What follows belongs to an exercise in optimizing a design on an open flow for small area, a short achievable clock period and few clock cycles per item; a production flow would make more cautious choices. Where RTL was checked, it was by simulation tests only, not by an equivalence proof against the original. No activity file was given, so power comes from the tool's default toggle rates.

==> flow/design.v <==
module lpc_decoder(
			input wire ACLK,
			input wire ARESET_N,
			input wire[79:0] TDATA,
			input wire TVALID,
			output wire TREADY,
			input wire EN,
			input wire TUSER,
			input wire TLAST,
			output wire[15:0] OUT_DECODED,
			output wire OUT_VALID,
			input wire OUT_READY,
			output wire OUT_LAST,
			output wire OUT_USER
		);
	integer i, j;
	reg [7:0] rm, cm;
	always @(*) begin
		for (i = 0; i < 8; i = i + 1)
			rm[i] = ^TDATA[8*i +: 8] ^ TDATA[64+i];
		for (j = 0; j < 8; j = j + 1) begin
			cm[j] = TDATA[72+j];
			for (i = 0; i < 8; i = i + 1)
				cm[j] = cm[j] ^ TDATA[8*i+j];
		end
	end
	reg        rdy;        
	reg        r_busy;     
	reg [1:0]  k;          
	reg [63:0] r_d;
	reg        r_en, r_user, r_last;
	reg [7:0]  y_rm, y_cm;
	reg [15:0] o_d;
	reg        o_v, o_user, o_last;
	wire acc    = rdy;                         
	wire o_free = ~o_v | OUT_READY;
	wire mv     = r_busy & o_free;             
	wire byp    = acc & o_free;                
	wire r_busy_n = acc ? 1'b1 : (mv ? (k != 2'd3) : r_busy);
	reg [7:0] rh, ch;
	always @(*) begin
		for (i = 0; i < 8; i = i + 1) begin
			rh[i] = y_rm[i] & ~|(y_rm >> (i+1));
			ch[i] = y_cm[i] & ~|(y_cm >> (i+1));
		end
	end
	wire [15:0] beat_r = k == 2'd0 ? r_d[15:0] : k == 2'd1 ? r_d[31:16] :
	                     k == 2'd2 ? r_d[47:32] : r_d[63:48];
	wire [15:0] beat   = acc ? TDATA[15:0] : beat_r;
	wire [1:0]  rh_k   = k == 2'd0 ? rh[1:0] : k == 2'd1 ? rh[3:2] :
	                     k == 2'd2 ? rh[5:4] : rh[7:6];
	wire [1:0]  sel    = acc ? {2{EN}} & rh[1:0] : {2{r_en}} & rh_k;
	wire [15:0] beat_c = beat ^ {{8{sel[1]}} & ch, {8{sel[0]}} & ch};
	always @(posedge ACLK or negedge ARESET_N) begin
		if (~ARESET_N) begin
			r_busy <= 1'b0;
			k      <= 2'd0;
			o_v    <= 1'b0;
		end else begin
			if (acc) begin
				r_busy <= 1'b1;
				k      <= byp ? 2'd1 : 2'd0;
			end else if (mv) begin
				k <= {k[1] ^ k[0], ~k[0]};
				if (k == 2'd3)
					r_busy <= 1'b0;
			end
			if (byp | mv)
				o_v <= 1'b1;
			else if (OUT_READY)
				o_v <= 1'b0;
		end
	end
	always @(posedge ACLK)
		rdy <= TVALID & ~acc & ~r_busy_n;
	always @(posedge ACLK) begin
		if (~r_busy_n) begin
			y_rm <= rm;
			y_cm <= cm;
		end
		if (acc) begin
			r_d    <= TDATA[63:0];
			r_en   <= EN;
			r_user <= TUSER;
			r_last <= TLAST;
		end
		if (byp | mv) begin
			o_d    <= {beat_c[7:0], beat_c[15:8]};
			o_user <= acc ? TUSER : (k == 2'd0) & r_user;
			o_last <= acc ? 1'b0 : (k == 2'd3) & r_last;
		end
	end
	assign TREADY      = rdy;
	assign OUT_VALID   = o_v;
	assign OUT_DECODED = o_d;
	assign OUT_USER    = o_user;
	assign OUT_LAST    = o_last;
endmodule
export LEC_CHECK = 0
export CAP_MARGIN = 20
export CORE_MARGIN = 2
export CORE_UTILIZATION = 40
export SETUP_SLACK_MARGIN = 3.0
export SLEW_MARGIN = 20
create_clock -name core_clock -period 5.0 [get_ports {ACLK}]
standard.sh (not shown) runs the stock make flow with config.mk's settings and CLKGATE_MAP_FILE= SYNTH_SCRIPT=/design/flow/synth_recipe.tcl, a recipe that flattens the netlist after the stock synthesis.
==> flow/flow/run.sh <==
#!/bin/bash
# The standard layout (the standard.sh: ORFS synthesis to finish) with three
# changes: port buffers are buf_1 cells instead of the delay cells ORFS picks,
# clock tree synthesis adds no dummy loads, and it may use smaller clock buffers.
# Each make run writes its full output to a log file in this folder.
set -euo pipefail
here=$(pwd)
CTS="-sink_clustering_enable -repair_clock_nets -dont_use_dummy_load"
bash standard.sh \
  BUFFER_PORTS_ARGS="-buffer_cell sky130_fd_sc_hd__buf_1" \
  CTS_ARGS="$CTS" \
  finish > "$here/standard_make.log" 2>&1
The first run went through all stages and came out clean.
Then changed:
--- a/flow/design.v
+++ b/flow/design.v
@@ -23,35 +23,52 @@
 			for (i = 0; i < 8; i = i + 1)
 				cm[j] = cm[j] ^ TDATA[8*i+j];
 		end
 	end
+	reg [7:0] y_rm, y_cm;
+	always @(posedge ACLK) begin
+		y_rm <= rm;
+		y_cm <= cm;
+	end
+	reg [7:0] rh, ch;
+	reg [2:0] rn, cn;
+	always @(*) begin
+		for (i = 0; i < 8; i = i + 1) begin
+			rh[i] = y_rm[i] & ~|(y_rm >> (i+1));
+			ch[i] = y_cm[i] & ~|(y_cm >> (i+1));
+		end
+		rn = {|rh[7:4], |{rh[7:6], rh[3:2]}, |{rh[7], rh[5], rh[3], rh[1]}};
+		cn = {|ch[7:4], |{ch[7:6], ch[3:2]}, |{ch[7], ch[5], ch[3], ch[1]}};
+	end
 	reg        rdy;        
 	reg        r_busy;     
 	reg [1:0]  k;          
 	reg [63:0] r_d;
-	reg        r_en, r_user, r_last;
-	reg [7:0]  y_rm, y_cm;
+	reg        r_user, r_last;
+	reg        f_v;        
+	reg [2:0]  f_row, f_col;    
 	reg [15:0] o_d;
 	reg        o_v, o_user, o_last;
 	wire acc    = rdy;                         
 	wire o_free = ~o_v | OUT_READY;
 	wire mv     = r_busy & o_free;             
 	wire byp    = acc & o_free;                
 	wire r_busy_n = acc ? 1'b1 : (mv ? (k != 2'd3) : r_busy);
-	reg [7:0] rh, ch;
-	always @(*) begin
-		for (i = 0; i < 8; i = i + 1) begin
-			rh[i] = y_rm[i] & ~|(y_rm >> (i+1));
-			ch[i] = y_cm[i] & ~|(y_cm >> (i+1));
-		end
-	end
 	wire [15:0] beat_r = k == 2'd0 ? r_d[15:0] : k == 2'd1 ? r_d[31:16] :
 	                     k == 2'd2 ? r_d[47:32] : r_d[63:48];
 	wire [15:0] beat   = acc ? TDATA[15:0] : beat_r;
-	wire [1:0]  rh_k   = k == 2'd0 ? rh[1:0] : k == 2'd1 ? rh[3:2] :
-	                     k == 2'd2 ? rh[5:4] : rh[7:6];
-	wire [1:0]  sel    = acc ? {2{EN}} & rh[1:0] : {2{r_en}} & rh_k;
-	wire [15:0] beat_c = beat ^ {{8{sel[1]}} & ch, {8{sel[0]}} & ch};
+	wire        s_v    = acc ? (EN & |y_rm & |y_cm) : f_v;
+	wire [2:0]  s_row  = acc ? rn : f_row;
+	wire [2:0]  s_col  = acc ? cn : f_col;
+	wire [1:0]  s_k    = acc ? 2'd0 : k;
+	reg  [15:0] flip;
+	always @(*) begin
+		for (j = 0; j < 8; j = j + 1) begin
+			flip[j]   = s_v & (s_row == {s_k, 1'b0}) & (s_col == j);
+			flip[8+j] = s_v & (s_row == {s_k, 1'b1}) & (s_col == j);
+		end
+	end
+	wire [15:0] beat_c = beat ^ flip;           
 	always @(posedge ACLK or negedge ARESET_N) begin
 		if (~ARESET_N) begin
 			r_busy <= 1'b0;
 			k      <= 2'd0;
@@ -60,9 +77,9 @@
 			if (acc) begin
 				r_busy <= 1'b1;
 				k      <= byp ? 2'd1 : 2'd0;
 			end else if (mv) begin
-				k <= {k[1] ^ k[0], ~k[0]};
+				k <= k + 2'd1;
 				if (k == 2'd3)
 					r_busy <= 1'b0;
 			end
 			if (byp | mv)
@@ -73,17 +90,15 @@
 	end
 	always @(posedge ACLK)
 		rdy <= TVALID & ~acc & ~r_busy_n;
 	always @(posedge ACLK) begin
-		if (~r_busy_n) begin
-			y_rm <= rm;
-			y_cm <= cm;
-		end
 		if (acc) begin
 			r_d    <= TDATA[63:0];
-			r_en   <= EN;
 			r_user <= TUSER;
 			r_last <= TLAST;
+			f_v    <= EN & |y_rm & |y_cm;
+			f_row  <= rn;
+			f_col  <= cn;
 		end
 		if (byp | mv) begin
 			o_d    <= {beat_c[7:0], beat_c[15:8]};
 			o_user <= acc ? TUSER : (k == 2'd0) & r_user;
=> The new run produced a clean layout. Synthesized area came out higher slightly. Utilization drops by 0.54 points. First-iteration DRC count fell by about a fifth. Power is about the same. Wire length grows slightly.
Testbench counts after the change, summed over its fixed seeds: cycles 12,816, items 3,200.
No functional check of the RTL was part of the first run of this note.

==> static timing again, ports no longer ideal <==
The results above use ideal ports. As a check the final layouts listed here were re-extracted and re-timed, cells and wires unchanged. Step 1: set_driving_cell puts a clkbuf_16 on ACLK and a buf_2 on each other input, an assumption about the parent block. Step 2 also shifts input and output timing later by t, the mid clock arrival at the registers, as if the neighbouring blocks saw the same clock. a / b / c = no drivers / after step 1 / after step 2; a / b = the first two.
run	t, ns	slack for setup (ns)	worst data-port slew with drivers (ns)	cell pins on the clock port's net
the first run	0.379	3.003 / 3.003 / 2.693	0.05	1
the second run	0.371	3.030 / 3.009 / 2.742	0.04	1
After both steps setup and hold are still met in every run listed. The setup slack of the first run, which loses most, moves by 0.000 ns with the drivers and by -0.310 ns with both steps.
